This is an optimization exercise on Yosys and OpenROAD, whose aim is small area, a short achievable clock period and few clock cycles, not a production implementation.
Function not checked in this run: the RTL went through the layout flow alone.
No activity file was given, so power comes from the tool's default toggle rates.

$ cat run.sh
#!/bin/bash
# synth_recipe.tcl (not shown) runs the flow's synth.tcl, then flattens the netlist and writes it again
# the make line also repeats each setting of config.mk as NAME=value (left out here)
make -C /OpenROAD-flow-scripts/flow DESIGN_CONFIG=/design/flow/config.mk WORK_HOME=/design/flow/orfs CLKGATE_MAP_FILE= SYNTH_SCRIPT=/design/flow/synth_recipe.tcl finish
$ cat design.v
module k_rom (
    input  logic [5:0] kSel,
    output logic [31:0] kBus
);
    always_comb begin
        case (kSel)
                00: kBus = 32'h428a2f98;
                01: kBus = 32'h71374491;
                02: kBus = 32'hb5c0fbcf;
                03: kBus = 32'he9b5dba5;
                04: kBus = 32'h3956c25b;
                05: kBus = 32'h59f111f1;
                06: kBus = 32'h923f82a4;
                07: kBus = 32'hab1c5ed5;
                08: kBus = 32'hd807aa98;
                09: kBus = 32'h12835b01;
                10: kBus = 32'h243185be;
                11: kBus = 32'h550c7dc3;
                12: kBus = 32'h72be5d74;
                13: kBus = 32'h80deb1fe;
                14: kBus = 32'h9bdc06a7;
                15: kBus = 32'hc19bf174;
                16: kBus = 32'he49b69c1;
                17: kBus = 32'hefbe4786;
                18: kBus = 32'h0fc19dc6;
                19: kBus = 32'h240ca1cc;
                20: kBus = 32'h2de92c6f;
                21: kBus = 32'h4a7484aa;
                22: kBus = 32'h5cb0a9dc;
                23: kBus = 32'h76f988da;
                24: kBus = 32'h983e5152;
                25: kBus = 32'ha831c66d;
                26: kBus = 32'hb00327c8;
                27: kBus = 32'hbf597fc7;
                28: kBus = 32'hc6e00bf3;
                29: kBus = 32'hd5a79147;
                30: kBus = 32'h06ca6351;
                31: kBus = 32'h14292967;
                32: kBus = 32'h27b70a85;
                33: kBus = 32'h2e1b2138;
                34: kBus = 32'h4d2c6dfc;
                35: kBus = 32'h53380d13;
                36: kBus = 32'h650a7354;
                37: kBus = 32'h766a0abb;
                38: kBus = 32'h81c2c92e;
                39: kBus = 32'h92722c85;
                40: kBus = 32'ha2bfe8a1;
                41: kBus = 32'ha81a664b;
                42: kBus = 32'hc24b8b70;
                43: kBus = 32'hc76c51a3;
                44: kBus = 32'hd192e819;
                45: kBus = 32'hd6990624;
                46: kBus = 32'hf40e3585;
                47: kBus = 32'h106aa070;
                48: kBus = 32'h19a4c116;
                49: kBus = 32'h1e376c08;
                50: kBus = 32'h2748774c;
                51: kBus = 32'h34b0bcb5;
                52: kBus = 32'h391c0cb3;
                53: kBus = 32'h4ed8aa4a;
                54: kBus = 32'h5b9cca4f;
                55: kBus = 32'h682e6ff3;
                56: kBus = 32'h748f82ee;
                57: kBus = 32'h78a5636f;
                58: kBus = 32'h84c87814;
                59: kBus = 32'h8cc70208;
                60: kBus = 32'h90befffa;
                61: kBus = 32'ha4506ceb;
                62: kBus = 32'hbef9a3f7;
                63: kBus = 32'hc67178f2;
            default: kBus = 32'h00000000;
        endcase
    end
endmodule: k_rom
module w_ram_half (
    input  logic        clk,
    input  logic        we,
    input  logic [4:0]  waddr,
    input  logic [31:0] wdata,
    input  logic [4:0]  raddr1,
    output logic [31:0] rdata1,
    input  logic [4:0]  raddr2,
    output logic [31:0] rdata2
);
    logic [31:0] mem [0:31];
    always_ff @(posedge clk) begin
        if (we) begin
            mem[waddr] <= wdata;
        end
    end
    assign rdata1 = mem[raddr1];  
    assign rdata2 = mem[raddr2];  
endmodule
module msg_ram (
    input  logic        clk,
    input  logic        we,
    input  logic [9:0]  waddr,
    input  logic [7:0]  wdata,
    input  logic [7:0]  raddr,
    output logic [31:0] rdata
);
    logic [7:0] mem [0:255]; 
    logic [7:0] raddr_aligned;
    always_ff @(posedge clk) begin
        if (we) begin
            mem[waddr[7:0]] <= wdata;
        end
    end
    assign raddr_aligned = {raddr[5:0], 2'b00};  
    assign rdata = {mem[raddr_aligned], mem[raddr_aligned+1], mem[raddr_aligned+2], mem[raddr_aligned+3]};
endmodule: msg_ram
module compression_loop_parity (
    input  logic        clk,             
    input  logic        rst_n,           
    input  logic        enable,          
    input  logic        start,           
    input  logic [31:0] word_data,       
    input  logic        word_valid,      
    output logic        busy,             
    output logic        req_word,        
    output logic        load_done,       
    input  logic [255:0]    prev_hash,
    input  logic            hash_ack,        
    output logic [255:0]    hash_out,       
    output logic            hash_valid      
);
    typedef enum logic [3:0] {
        IDLE,
        LOAD_SCHEDULE,
        EXTEND_SCHEDULE,
        COMPRESS,
        FINALIZE
    } state_t;
    state_t state, next_state;
    logic [5:0] kSel;
    logic [31:0] kBus;
    k_rom k (
        .kSel(kSel),
        .kBus(kBus)
    );
    logic [4:0] write_addr_e;      
    logic [31:0] write_data_e;      
    logic [4:0] read_addr1_e;       
    logic [31:0] read_data1_e;      
    logic [4:0] read_addr2_e;       
    logic [31:0] read_data2_e;      
    logic enable_write_e;          
    w_ram_half w_e (
        .clk(clk),
        .we(enable_write_e),
        .waddr(write_addr_e),
        .wdata((state == LOAD_SCHEDULE) ? word_data : write_data_e),
        .raddr1(read_addr1_e),
        .rdata1(read_data1_e),
        .raddr2(read_addr2_e),
        .rdata2(read_data2_e)
    );
    logic [4:0] write_addr_o;      
    logic [31:0] write_data_o;      
    logic [4:0] read_addr1_o;       
    logic [31:0] read_data1_o;      
    logic [4:0] read_addr2_o;       
    logic [31:0] read_data2_o;      
    logic enable_write_o;          
    w_ram_half w_o (
        .clk(clk),
        .we(enable_write_o),
        .waddr(write_addr_o),
        .wdata((state == LOAD_SCHEDULE) ? word_data : write_data_o),
        .raddr1(read_addr1_o),
        .rdata1(read_data1_o),
        .raddr2(read_addr2_o),
        .rdata2(read_data2_o)
    );
    logic [31:0] a, b, c, d, e, f, g, h;
    logic [31:0] h0, h1, h2, h3, h4, h5, h6, h7;  
    logic [6:0]  schedule_counter;
    logic [6:0]  round_counter;
    logic [2:0]  extend_phase;
    logic [31:0] temp1, temp2;
    logic [31:0] extend_W [0:3];     
    logic hash_saved;  
    logic delay_save;  
    function automatic logic [31:0] ch(input logic [31:0] x, input logic [31:0] y, input logic [31:0] z);
        ch = (x & y) ^ (~x & z);
    endfunction
    function automatic logic [31:0] maj(input logic [31:0] x, input logic [31:0] y, input logic [31:0] z);
        maj = (x & y) ^ (x & z) ^ (y & z);
    endfunction
    function automatic logic [31:0] sigma0(input logic [31:0] x);
        sigma0 = {x[1:0], x[31:2]} ^ {x[12:0], x[31:13]} ^ {x[21:0], x[31:22]};
    endfunction
    function automatic logic [31:0] sigma1(input logic [31:0] x);
        sigma1 = {x[5:0], x[31:6]} ^ {x[10:0], x[31:11]} ^ {x[24:0], x[31:25]};
    endfunction
    function automatic logic [31:0] sigma_0(input logic [31:0] x);
        sigma_0 = {x[6:0], x[31:7]} ^ {x[17:0], x[31:18]} ^ (x >> 3);
    endfunction
    function automatic logic [31:0] sigma_1(input logic [31:0] x);
        sigma_1 = {x[16:0], x[31:17]} ^ {x[18:0], x[31:19]} ^ (x >> 10);
    endfunction
    always_ff @(posedge clk or negedge rst_n) begin
        if (!rst_n) begin
            state <= IDLE;
            busy <= 1'b0;
            hash_valid <= 1'b0;
            schedule_counter <= 7'b0;
            round_counter <= 7'b0;
            kSel <= 6'b0;
            extend_phase <= 3'b0;
            hash_out <= 256'b0; 
            hash_saved <= 1'b0;
            delay_save <= 1'b0;
            h0 <= 32'b0;
            h1 <= 32'b0;
            h2 <= 32'b0;
            h3 <= 32'b0;
            h4 <= 32'b0;
            h5 <= 32'b0;
            h6 <= 32'b0;
            h7 <= 32'b0;
            a <= 32'b0;
            b <= 32'b0;
            c <= 32'b0;
            d <= 32'b0;
            e <= 32'b0;
            f <= 32'b0;
            g <= 32'b0;
            h <= 32'b0;
        end else begin
            state <= next_state;
            case (state)
                IDLE: begin
                    if (start) begin
                        busy <= 1'b1;
                        hash_valid <= 1'b0;
                        schedule_counter <= 7'b0;
                        round_counter <= 7'b0;
                        kSel <= 6'b0;
                        extend_phase <= 3'b0;
                        hash_out <= 256'b0;
                        hash_saved <= 1'b0; 
                        delay_save <= 1'b0;
                    end
                end
                LOAD_SCHEDULE: begin
                    if (schedule_counter < 16) begin    
                        delay_save <= 1'b1;
                        if (word_valid && delay_save) begin
                            schedule_counter <= schedule_counter + 1;
                        end
                    end 
                end
                EXTEND_SCHEDULE: begin
                    delay_save <= 1'b0;  
                    extend_phase <= extend_phase + 1;
                    case (extend_phase)
                        0: begin
                            if (schedule_counter[0] == 1'b0) begin
                                extend_W[0] <= read_data1_e;
                                extend_W[1] <= read_data1_o;
                                extend_W[2] <= read_data2_o;
                                extend_W[3] <= read_data2_e;
                            end else begin
                                extend_W[0] <= read_data1_o;
                                extend_W[1] <= read_data1_e;
                                extend_W[2] <= read_data2_e;
                                extend_W[3] <= read_data2_o;
                            end 
                        end
                        1: begin
                            schedule_counter <= schedule_counter + 1;
                            extend_phase <= 3'b0;
                        end
                    endcase
                end
                COMPRESS: begin
                    if (hash_ack == 1'b1 && hash_saved == 1'b0) begin
                        h0 <= prev_hash[255:224];
                        h1 <= prev_hash[223:192];
                        h2 <= prev_hash[191:160];
                        h3 <= prev_hash[159:128];
                        h4 <= prev_hash[127:96];
                        h5 <= prev_hash[95:64];
                        h6 <= prev_hash[63:32];
                        h7 <= prev_hash[31:0];
                        hash_saved <= 1'b1;
                    end else if (hash_saved == 1'b1) begin
                        if (round_counter == 0) begin
                            a <= h0;
                            b <= h1;
                            c <= h2;
                            d <= h3;
                            e <= h4;
                            f <= h5;
                            g <= h6;
                            h <= h7;
                            round_counter <= round_counter + 1;
                        end else if (round_counter >= 65) begin
                            busy <= 1'b0;
                        end else begin                      
                            if (round_counter <= 64) begin
                                h <= g;
                                g <= f;
                                f <= e;
                                e <= d + temp1;
                                d <= c;
                                c <= b;
                                b <= a;
                                a <= temp1 + temp2;
                                kSel <= kSel + 1;
                            end
                            round_counter <= round_counter + 1;
                        end
                    end
                end
                FINALIZE: begin
                    hash_out <= {h0+a, h1+b, h2+c, h3+d, h4+e, h5+f, h6+g, h7+h};
                    hash_valid <= 1'b1;
                    busy <= 1'b0;
                end
                default: begin
                    state <= IDLE;
                end
            endcase
        end
    end
    assign load_done = (state == LOAD_SCHEDULE && schedule_counter >= 16) ? 1'b1 : 1'b0;
    assign req_word = (state == LOAD_SCHEDULE && schedule_counter < 16) ? 1'b1 : 1'b0;
    always_comb begin
        temp1 = 32'b0;
        temp2 = 32'b0;
        if (state == COMPRESS) begin
            if (round_counter[0] == 1'b1) begin
                temp1 = h + sigma1(e) + ch(e, f, g) + kBus + read_data1_e;
                temp2 = sigma0(a) + maj(a, b, c);
            end else begin
                temp1 = h + sigma1(e) + ch(e, f, g) + kBus + read_data1_o;
                temp2 = sigma0(a) + maj(a, b, c);
            end
        end
    end
    always_comb begin
        enable_write_e = 1'b0;
        write_data_e = 32'b0;
        write_addr_e = 5'b0;
        read_addr1_e = 5'b0;
        read_addr2_e = 5'b0;
        enable_write_o = 1'b0;
        write_data_o = 32'b0;
        write_addr_o = 5'b0;
        read_addr1_o = 5'b0;
        read_addr2_o = 5'b0;
        if (state == LOAD_SCHEDULE) begin
            if (word_valid && delay_save) begin
                if (schedule_counter[0] == 1'b0) begin
                    enable_write_e = 1'b1;
                    write_data_e = word_data;
                    write_addr_e = {2'b00, schedule_counter[3:1]};
                end else begin
                    enable_write_o = 1'b1;
                    write_data_o = word_data;
                    write_addr_o = {2'b00, schedule_counter[3:1]};
                end
            end
        end else if (state == EXTEND_SCHEDULE) begin
            case (extend_phase)
                0: begin
                    if (schedule_counter[0] == 1'b0) begin
                        read_addr1_e = schedule_counter[5:1]-1; 
                        read_addr1_o = schedule_counter[5:1]-4;
                        read_addr2_o = schedule_counter[5:1]-8; 
                        read_addr2_e = schedule_counter[5:1]-8;  
                    end else begin
                        read_addr1_o = schedule_counter[5:1]-1; 
                        read_addr1_e = schedule_counter[5:1]-3;
                        read_addr2_e = schedule_counter[5:1]-7; 
                        read_addr2_o = schedule_counter[5:1]-8;  
                    end
                end
                1: begin
                    if (schedule_counter[0] == 1'b0) begin
                        enable_write_e = 1'b1;
                        write_data_e = sigma_1(extend_W[0]) + extend_W[1] + sigma_0(extend_W[2]) + extend_W[3];
                        write_addr_e = schedule_counter[5:1];
                    end else begin
                        enable_write_o = 1'b1;
                        write_data_o = sigma_1(extend_W[0]) + extend_W[1] + sigma_0(extend_W[2]) + extend_W[3];
                        write_addr_o = schedule_counter[5:1];
                    end
                end
                default: begin
                    read_addr1_e = 5'b0;
                    read_addr1_o = 5'b0;
                    read_addr2_e = 5'b0;
                    read_addr2_o = 5'b0;
                end
            endcase
        end else if (state == COMPRESS) begin
            if (round_counter[0] == 1'b1) begin
                read_addr1_e = round_counter[5:1];
            end else begin
                read_addr1_o = round_counter[5:1] - 1;
            end
        end
    end
    always_comb begin
        next_state = state;
        case (state)
            IDLE: begin
                if (start && enable) next_state = LOAD_SCHEDULE;
            end
            LOAD_SCHEDULE: begin
                if (schedule_counter == 16) next_state = EXTEND_SCHEDULE;
            end
            EXTEND_SCHEDULE: begin
                if (schedule_counter == 64) next_state = COMPRESS;
            end
            COMPRESS: begin
                if (round_counter == 65) next_state = FINALIZE;  
            end
            FINALIZE: begin
                next_state = IDLE;
            end
            default: begin
                next_state = IDLE;  
            end
        endcase
    end
endmodule
module message_controller (
    input  logic        clk,             
    input  logic        rst_n,           
    input  logic [7:0]  data_in,         
    input  logic        data_valid,      
    input  logic        end_of_file,     
    input  logic        busy,            
    input  logic [3:0]  word_address,    
    input  logic        req_word,        
    input  logic        cont,            
    input  logic        enable,          
    output logic [31:0] word_data,       
    output logic        word_valid,      
    output logic [3:0]  num_blocks,      
    output logic        ready,           
    output logic        done             
);
    typedef enum {
        IDLE,
        RECEIVE,
        PADDING,
        LENGTH_APPEND,
        CALCULATE_BLOCKS,
        READY,
        PROVIDE_DATA
    } state_t;
    state_t state, next_state;
    logic [12:0]    bit_count;          
    logic [12:0]    temp_msgLen;        
    logic [9:0]     byte_count;         
    logic           padding_phase;      
    logic [2:0]     length_phase;       
    logic [3:0]     block_section;      
    logic [7:0] write_data;        
    logic [7:0] read_addr;          
    logic [31:0] read_data;         
    logic enable_write;          
    logic delay_out;
    msg_ram memory_buffer (
        .clk(clk),
        .we(enable_write),
        .waddr(byte_count),
        .wdata(write_data),
        .raddr(read_addr),
        .rdata(read_data)
    );
    always_ff @(posedge clk or negedge rst_n) begin
        if (!rst_n) begin
            state <= IDLE;
            bit_count <= 13'b0;
            temp_msgLen <= 13'b0;
            byte_count <= 10'b0;
            padding_phase <= 1'b0;
            length_phase <= 3'b0;
            num_blocks <= 4'b0;
            done <= 1'b0;
            block_section <= 4'b0;
            word_valid <= 1'b0;
        end else begin
            state <= next_state;
            case (state)
                IDLE: begin
                    bit_count <= 13'b0;
                    temp_msgLen <= 13'b0;
                    byte_count <= 10'b0;
                    padding_phase <= 1'b0;
                    length_phase <= 3'b0;
                    num_blocks <= 4'b0;
                    done <= 1'b0;
                    block_section <= 4'b0;
                    word_valid <= 1'b0;
                end
                RECEIVE: begin
                    if (data_valid) begin
                        bit_count <= bit_count + 8;
                        byte_count <= byte_count + 1;
                    end
                end
                PADDING: begin
                    if (padding_phase == 0) begin
                        bit_count <= bit_count + 8;
                        byte_count <= byte_count + 1;
                        padding_phase <= 1;
                        temp_msgLen <= bit_count;
                    end else begin
                        if ((byte_count % 64) != 56) begin
                            bit_count <= bit_count + 8;
                            byte_count <= byte_count + 1;
                        end
                    end
                end
                LENGTH_APPEND: begin
                    bit_count <= bit_count + 8;
                    byte_count <= byte_count + 1;
                    length_phase <= length_phase + 1;
                end
                CALCULATE_BLOCKS: begin
                    num_blocks <= (byte_count >> 6) - 1;
                end
                READY: begin
                    done <= 1'b1;
                    padding_phase <= 1'b0;
                    block_section <= 4'b0;
                end
                PROVIDE_DATA: begin
                    word_valid <= 1'b0;
                    delay_out <= 1'b0;
                    if (req_word) begin
                        if (delay_out) begin
                            block_section <= (block_section <= 4'b1111) ? block_section + 1 : block_section;
                        end
                        delay_out <= 1'b1;
                        word_valid <= req_word;
                    end 
                end
            endcase
        end
    end
    assign ready = (state == IDLE) && !busy;
    always_comb begin
        enable_write = 1'b0;
        write_data = 8'b0;
        word_data = 32'b0;
        read_addr = 8'b0;
        case (state)
            RECEIVE: begin
                enable_write = 1'b1;
                write_data = data_in;
            end
            PADDING: begin
                enable_write = 1'b1;
                if (padding_phase == 0)
                    write_data = 8'h80;
                else
                    write_data = 8'h00;
                end
            LENGTH_APPEND: begin
                enable_write = 1'b1;
                if (length_phase == 6)
                    write_data = {3'b000, temp_msgLen[12:8]};
                else if (length_phase == 7)
                    write_data = temp_msgLen[7:0];      
                else
                    write_data = 8'h00;
            end
            PROVIDE_DATA: begin
                read_addr = {word_address[3:0], block_section};
                if (word_valid) begin
                    word_data = read_data;
                end 
            end
        endcase
    end
    always_comb begin
        next_state = state;
        case (state)
            IDLE: begin
                if (data_valid && enable) next_state = RECEIVE;
                if (end_of_file) next_state = PADDING;
            end
            RECEIVE: begin
                if (end_of_file) next_state = PADDING;
            end
            PADDING: begin
                if (padding_phase > 0 && (byte_count % 64) == 56)
                    next_state = LENGTH_APPEND;
            end
            LENGTH_APPEND: begin
                if (length_phase == 7) next_state = CALCULATE_BLOCKS;
            end
            CALCULATE_BLOCKS: begin
                next_state = READY;
            end
            READY: begin
                if (!busy) next_state = PROVIDE_DATA;
            end
            PROVIDE_DATA: begin
                if ((block_section >= 4'b1111) && done && !req_word) begin
                    if (cont) begin
                        next_state = READY;
                    end else begin
                        next_state = IDLE;
                    end
                end 
            end
        endcase
    end
endmodule
module sha256_reduced 
#(
    parameter num_loops = 4  
)
(
    input  logic        clk,
    input  logic        rst_n,           
    input  logic        enable,          
    input  logic [7:0]  data_in,         
    input  logic        data_valid,      
    input  logic        end_of_file,     
    output logic        ready,           
    output logic [31:0] hash_out,       
    output logic        hash_valid       
);
    logic [3:0]     num_blocks;         
    logic [3:0]     block_count;        
    logic [255:0]   internal_hash;      
    logic           hash_ready;         
    logic [2:0]     hash_counter;       
    logic           mc_done;            
    logic           compression_busy;   
    logic [31:0]    word_data;          
    logic           word_valid;         
    logic [3:0]     word_address;       
    logic           req_word;           
    logic [num_loops-1:0]   cl_start;                
    logic [num_loops-1:0]   cl_compression_busy;                 
    logic                   cl_req_word [num_loops];             
    logic                   cl_load_done [num_loops];             
    logic [num_loops-1:0]   cl_hash_ack;                         
    logic [255:0]           cl_internal_hash [num_loops];        
    logic [255:0]           cl_hash_out [num_loops];             
    logic [255:0]           cl_output_hash;                      
    logic                   cl_hash_valid [num_loops];           
    logic          cont;                 
    logic [3:0] cl_block_count;          
    logic [num_loops-1:0] cl_select;     
    logic cl_init_hash;                  
    logic cl_finalize;                 
    message_controller mc (
        .clk(clk),
        .rst_n(rst_n),
        .data_in(data_in),
        .data_valid(data_valid),
        .end_of_file(end_of_file),
        .busy(compression_busy),
        .word_address(word_address),
        .req_word(req_word),
        .cont(cont),
        .word_data(word_data),
        .word_valid(word_valid),
        .num_blocks(num_blocks),
        .ready(ready),
        .done(mc_done),
        .enable(enable)
    );
    genvar i;
    generate
        for (i = 0; i < num_loops; i++) begin : compression_loop
            compression_loop_parity cl (
                .clk(clk),
                .rst_n(rst_n),
                .enable(enable),
                .start(cl_start[i]),
                .word_data(word_data),
                .word_valid(word_valid),
                .busy(cl_compression_busy[i]),
                .req_word(cl_req_word[i]),
                .load_done(cl_load_done[i]),
                .prev_hash(cl_internal_hash[i]),
                .hash_ack(cl_hash_ack[i]),
                .hash_out(cl_hash_out[i]),
                .hash_valid(cl_hash_valid[i])
            );
        end
    endgenerate
    typedef enum {
        IDLE,
        ITERATE,
        SINGLE,
        FINALIZE
    } state_t;
    state_t state;
    task automatic clSequence(input logic [1:0] select);
        if (compression_busy || cl_finalize) begin
            cl_start <= 4'b0;  
        end else begin
            cl_start <= 4'b0001 << select;  
        end
        if (cl_load_done[select] && cl_block_count != block_count) begin
            cl_select <= {cl_select[num_loops-2:0], cl_select[num_loops-1]};  
            cl_block_count <= cl_block_count + 1;  
        end else if (cl_hash_valid[0]) begin
            cl_init_hash <= 1'b1;  
        end 
        if (cl_block_count == block_count && cl_compression_busy == 4'b0) begin
            cl_finalize <= 1'b1;  
            cl_start <= 4'b0;
        end else begin
            cl_finalize <= 1'b0;  
        end
    endtask
    always_ff @(posedge clk or negedge rst_n) begin
        if (!rst_n) begin
            state <= IDLE;
            cl_block_count <= 4'b0;  
            cl_start <= 4'b0;  
            cl_select <= 4'b1;  
            hash_ready <= 1'b0;  
            cl_init_hash <= 1'b0;  
            cl_finalize <= 1'b0;  
            block_count <= 4'b0;  
            internal_hash <= 256'h6a09e667bb67ae853c6ef372a54ff53a510e527f9b05688c1f83d9ab5be0cd19;  
        end else begin
            case (state)
                IDLE: begin
                    state <= IDLE;
                    cl_block_count <= 4'b0;  
                    cl_start <= 4'b0;  
                    cl_select <= 4'b1;  
                    hash_ready <= 1'b0;  
                    cl_init_hash <= 1'b0;  
                    cl_finalize <= 1'b0;  
                    block_count <= num_blocks;  
                    internal_hash <= 256'h6a09e667bb67ae853c6ef372a54ff53a510e527f9b05688c1f83d9ab5be0cd19;  
                    if (enable && mc_done && block_count != 4'b0) begin
                        state <= ITERATE;                                
                    end else if (enable && mc_done && block_count == 4'b0) begin
                        state <= SINGLE;  
                        block_count <= 4'b1;  
                    end else begin
                        state <= IDLE;  
                    end
                end
                ITERATE: begin
                    if (cl_finalize) begin
                        state <= FINALIZE;
                        case (cl_select)
                            4'b0001: internal_hash <= cl_internal_hash[1];  
                            4'b0010: internal_hash <= cl_internal_hash[2];  
                            4'b0100: internal_hash <= cl_internal_hash[3];  
                            4'b1000: internal_hash <= cl_internal_hash[0];  
                            default: cl_start <= 4'b0;  
                        endcase
                    end else if (cl_block_count <= block_count) begin
                        if (cl_compression_busy == 4'b1111 && cl_load_done[num_loops-1] == 1'b1 && cl_block_count != block_count) begin
                            cl_select <= 4'b1;
                            cl_start <= 4'b0;
                            cl_block_count <= cl_block_count + 1;  
                        end else begin
                            case (cl_select)
                                4'b0001: clSequence(2'b00);  
                                4'b0010: clSequence(2'b01);
                                4'b0100: clSequence(2'b10);
                                4'b1000: clSequence(2'b11);
                                default: cl_start <= 4'b0;  
                            endcase
                        end
                    end 
                end
                SINGLE: begin
                    if (cl_finalize) begin
                        state <= FINALIZE;
                        internal_hash <= cl_internal_hash[1];  
                    end else begin
                        cl_start <= 4'b0001;  
                        cl_select <= 4'b0001;  
                        if (cl_load_done[0] && cl_block_count != block_count) begin
                            cl_block_count <= cl_block_count + 1;  
                        end
                        if (cl_block_count == block_count && cl_compression_busy == 4'b0) begin
                            cl_finalize <= 1'b1;  
                            cl_start <= 4'b0;
                        end else begin
                            cl_finalize <= 1'b0;  
                        end
                    end
                end
                FINALIZE: begin
                    hash_ready <= 1'b1;  
                    if (hash_counter == 3'b111) begin
                        state <= IDLE;  
                    end 
                end
                default: state <= IDLE;  
            endcase
        end   
    end
    always_comb begin
        word_address = cl_block_count;
        case (cl_select)
            4'b0001: begin
                req_word = cl_req_word[0];
            end
            4'b0010: begin
                req_word = cl_req_word[1];
            end
            4'b0100: begin
                req_word = cl_req_word[2];
            end
            4'b1000: begin
                req_word = cl_req_word[3];
            end
            default: begin
                word_address = 4'b0;  
                req_word = 1'b0;  
            end
        endcase
    end
    always_comb begin
        cl_internal_hash[0] = (cl_init_hash) ? cl_output_hash : internal_hash;
        cl_hash_ack[0] = (cl_init_hash) ? cl_hash_valid[num_loops-1] : 1'b1;  
        for (int j = 1; j < num_loops; j++) begin
            cl_internal_hash[j] = cl_hash_out[j-1];
            cl_hash_ack[j] = cl_hash_valid[j-1];
        end
    end
    assign cl_output_hash = cl_hash_out[num_loops-1];
    assign compression_busy = &cl_compression_busy;
    assign cont = ((cl_block_count < block_count) ? 1'b1 : 1'b0);  
    always_ff @(posedge clk or negedge rst_n) begin
        if (!rst_n) begin
            hash_counter <= 3'b0;
        end else if (hash_valid) begin
            if (hash_counter < 3'b111) begin
                hash_counter <= hash_counter + 1;
            end 
        end else begin
            hash_counter <= 3'b0;  
        end   
    end
    assign hash_valid = (hash_counter <= 3'b111 && enable && hash_ready) ? 1'b1 : 1'b0;
    assign hash_out = hash_valid ? internal_hash[255 - 32*hash_counter -: 32] : 32'b0;
endmodule
$ cat constraint.sdc
create_clock -name core_clock -period 15.0 [get_ports {clk}]
set_input_delay 3.0000 -clock core_clock [delete_from_list [all_inputs] [get_ports {clk}]]
set_output_delay 3.0000 -clock core_clock [all_outputs]
set_load 0.01 [all_outputs]
$ cat config.mk
export PLATFORM = sky130hd
export DESIGN_NAME = sha256_reduced
export DESIGN_NICKNAME = sha256_reduced
export VERILOG_FILES = /design/flow/design.v
export SDC_FILE = /design/flow/constraint.sdc
export NUM_CORES = 8
export LEC_CHECK = 0
export CAP_MARGIN = 20
export CORE_MARGIN = 2
export CORE_UTILIZATION = 40
export SLEW_MARGIN = 20
export SYNTH_MEMORY_MAX_BITS = 4096
==> flow_summary.toml <==
[hold_path]
hp-class = "reg2reg"

[floorplan]
die_w_um = 1390
core_area_um2 = 1910000
start_util = 0.401
num_rows = 508
io_pins = 47
dieArea_um2 = 1930000
die_h_um = 1390

[placed_design]
dpl_worst_slack_ps = 2700
routabilityCongestion = 1.06
io_buffers = 46
placed_cells = 92800
dp_hpwl_um = 2100000

[timing]
fmax_ghz = 0.0786
skew_ps = 147
worstMarginPinSlew_ps = 1410
finalHoldViolCount = 0
period_share = 0.848
slew_headroom = 0.0553
final.min_clock_period_ps = 12710
whs_ps = 478
tns_ps = 0
layout_setup_ws_ps = 2290
grt_setup_unrepaired = "false"
setup_viol = 0
slew_violations = 0

[routing]
ant_nets = 0
routed_wirelength_um = 3240000
drt_first_pass_iters = 13
drt_iter0_markers = 91200
vias = 615000
vias_per_cell = 6.39
wire_per_inst_um = 33.7
drc = 0

[clocking]
cts_resized = 0
htreeDepth = 7
cts_tree = "built"
clkSinkCount = 14300
cts_hold_repair.buffers = 0
clk_pin_slew_ps = 70
clk_latency_ps = 1490
root_buffer = "clkbuf_16"
post-cts-setup-buffers = 0
cts_buffer_depth = 6
numCtsBuffers = 1580

[final_layout]
drive_gt1_frac = 0.120
final_cell_mix = "13,300 x nand2_1, 10,800 x edfxtp_1, 4,394 x nor2_1, 3,353 x dfrtp_1, 3,216 x o21ai_0"
layout_commonest_cell = "nand2_1"
fin_cells = 96300
multiInputGateArea_um2 = 336000
layout.nets = 71300
seq_area_um2 = 411000
areaGrowthSynthToFinish_pct = 11.4
fillers = 175000

[worst_setup_path]
cp_common_cell = "a21oi_1"
critPathTopFamily = "compound AO/OA/AOI/OAI gates"
critPathMaxFanout = 62
crit_type = "reg2reg"
cp_data_arrival_time_ps = 13980
end_kind = "flip-flop"
worst-path-buf-inv = 2
critical_path_required_ps = 16270
cp_slowest_stage_delay_ps = 930
critical-path-slowest-cell = "dfrtp_4"
worst_setup_path_start_kind = "flip-flop"

[pwr]
p_int_mw = 76.9
p_sw_frac = 0.349
p_total_mw = 118
pwr-share-comb = 0.275
power.switching_mw = 41.2
powerDensity_nw_per_um2 = 139
leakage_nw = 315
vdd_ir_drop_max_mv = 0.423
clockPowerShare = 0.336
p_seq_frac = 0.389

[global_route]
grt-ovfl-total = 0
grt_pass1_wl_um = 4460000
grt_pass1_vias = 567000
antenna_found_initial = 287
grt.total_usage = 0.323
grt_max_degree = 201

[logic_synthesis]
seq_area_frac_synth = 0.537
synth-seq-cells = 14300
synth.avg_cell_area_um2 = 10.8
syn_area_um2 = 766000
synth_cells = 70700
async_reset_ff_frac = 0.247
synth_nets = 73100
ys.flop_type = "edfxtp_1"
synth_cell_types = 125
synth_warnings = 13
synth_enable_flop_cells = 10800

[flow_run]
max-cap-violations = 0

[status]
status = "complete, no violations"
-- Yosys cell counts, drive strengths merged, types with 181 or more instances --
cell type / count / area share
a211oi: 1395 / 0.014
a21o: 393 / 0.0039
a21oi: 2632 / 0.017
a221oi: 542 / 0.0062
a311oi: 1646 / 0.019
a31oi: 1947 / 0.016
and2: 659 / 0.0054
and3: 1064 / 0.0087
buf: 582 / 0.0029
clkbuf: 4757 / 0.023
dfrtp: 3383 / 0.11
edfxtp: 10800 / 0.42
fa: 544 / 0.014
ha: 1829 / 0.030
inv: 1077 / 0.0053
mux2: 1592 / 0.023
mux2i: 1526 / 0.020
mux4: 1293 / 0.038
nand2: 13300 / 0.065
nand2b: 365 / 0.0030
nand3: 3052 / 0.020
nand4: 181 / 0.0015
nor2: 4685 / 0.023
nor3: 852 / 0.0056
o211ai: 771 / 0.0076
o21a: 220 / 0.0022
o21ai: 3507 / 0.023
o21bai: 336 / 0.0033
o221ai: 342 / 0.0039
o22ai: 555 / 0.0045
o31ai: 185 / 0.0018
xnor2: 1888 / 0.022
xor2: 669 / 0.0077
-- cell type report --
type,instances,area share
antenna,566,0.00166
clock buffer,2019,0.0501
clock inverter,859,0.0100
inverter,1095,0.00484
multi-input combinational,50000,0.394
sequential,14300,0.482
tap,25500,0.0374
timing repair buffer,1958,0.0198
-- metrics by stage --
stage | util | cell area (µm²)
2_1_floorplan | - | 766000
3_3_place_gp | 0.418 | 800000
3_5_place_dp | 0.419 | 800000
4_1_cts | 0.445 | 851000
5_1_grt | 0.446 | 852000
6_report | 0.447 | 853000
-- sequential cells by signal, indices dropped and copies added (netlist names), 256 cells and up --
register                      count
mc.memory_buffer.mem           2048
internal_hash                   256
compression_loop.cl.w_o.mem    4096
compression_loop.cl.w_e.mem    4096
compression_loop.cl.hash_out   1024
compression_loop.cl.extend_W    512
-- worst register-to-register path: cells and delay by family, from the launching register on --
family                   cells  cell delay, ps
AO/OA/AOI/OAI               21            4970
XOR/XNOR                     2             320
adder cells (fa/ha/maj)      6            2680
buffers and inverters        2             850
flip-flops                   1             930
multiplexers                 1             580
AND/OR/NAND/NOR              8            2240
-- per-layer routing --
| layer | track usage | wire length (µm) | vias to the layer above |
|---|---|---|---|
| met4 | 0.203 | 238000 | 140 |
| met1 | 0.422 | 1220000 | 306000 |
| met5 | 0.0000490 | 1530 | - |
| met2 | 0.451 | 1330000 | 40800 |
| li1 | - | - | 259000 |
| met3 | 0.119 | 457000 | 8110 |
-- worst paths after layout --
path                       slack, ps  cells after the start                                                    from                                                      to
setup / recovery                2290                     40  compression_loop[0].cl.schedule_counter[0]$_DFFE_PN0P_                compression_loop[0].cl.a[31]$_DFFE_PN0P_
hold / removal                   480                      2        compression_loop[3].cl.hash_out[159]$_DFFE_PN0P_        compression_loop[3].cl.hash_out[159]$_DFFE_PN0P_
setup reg to reg                2290                     40  compression_loop[0].cl.schedule_counter[0]$_DFFE_PN0P_                compression_loop[0].cl.a[31]$_DFFE_PN0P_
hold reg to reg                  480                      2        compression_loop[3].cl.hash_out[159]$_DFFE_PN0P_        compression_loop[3].cl.hash_out[159]$_DFFE_PN0P_
max in group asynchronous       9310                      5                                                   rst_n                compression_loop[1].cl.b[26]$_DFFE_PN0P_
min in group asynchronous       1560                      1                                                   rst_n  compression_loop[3].cl.schedule_counter[1]$_DFFE_PN0P_
-- power by group through the flow --
stage               clock (mW)  sequential, mW  combinational, mW
floorplan                    0            45.4               19.9
global placement             0            46.6               31.0
detailed placement           0            46.6               31.1
CTS                       39.9            45.8               31.2
global route              41.4            46.0               34.1
finish                    39.7            46.0               32.5
-- logic make-up after synthesis --
group           after synthesis  share of synthesized area
fa+ha+maj                  2548                     0.0464
xor+xnor                   2559                     0.0293
mux                        4411                     0.0814
simple gates              24900                      0.139
compound gates            15600                      0.136
flops                     14300                      0.537
buf+inv                    6434                     0.0316

## what the ideal ports hide
No port has a modelled driver above. Below, the same layout with a new extraction and two added sets of constraints.
Step 1 sets driving cells, clkbuf_16 on the clock port and buf_2 on the other inputs (assumed; they add their load-dependent delay and slew).
Step 2 adds t to the input delays and takes it off the output delays; t is the mean of the earliest and latest rising clock arrival at the registers after step 1. Input paths then give back, and output paths get back, about the clock's delay inside the block.
a / b / c = ideal ports / drivers / drivers and shift; a / b = the first two.
t, ns: 1.598
setup WS [ns]: 2.285 / 2.285 / 2.285
hold WS [ns]: 0.478 / 0.478 / 0.478
worst register clock-pin slew, ns: 0.08 / 0.08
worst data-port slew with drivers (ns): 0.15
After both steps this run still meets setup and hold. The setup slack of this run moves by 0.000 ns with the drivers and by 0.000 ns with both steps.
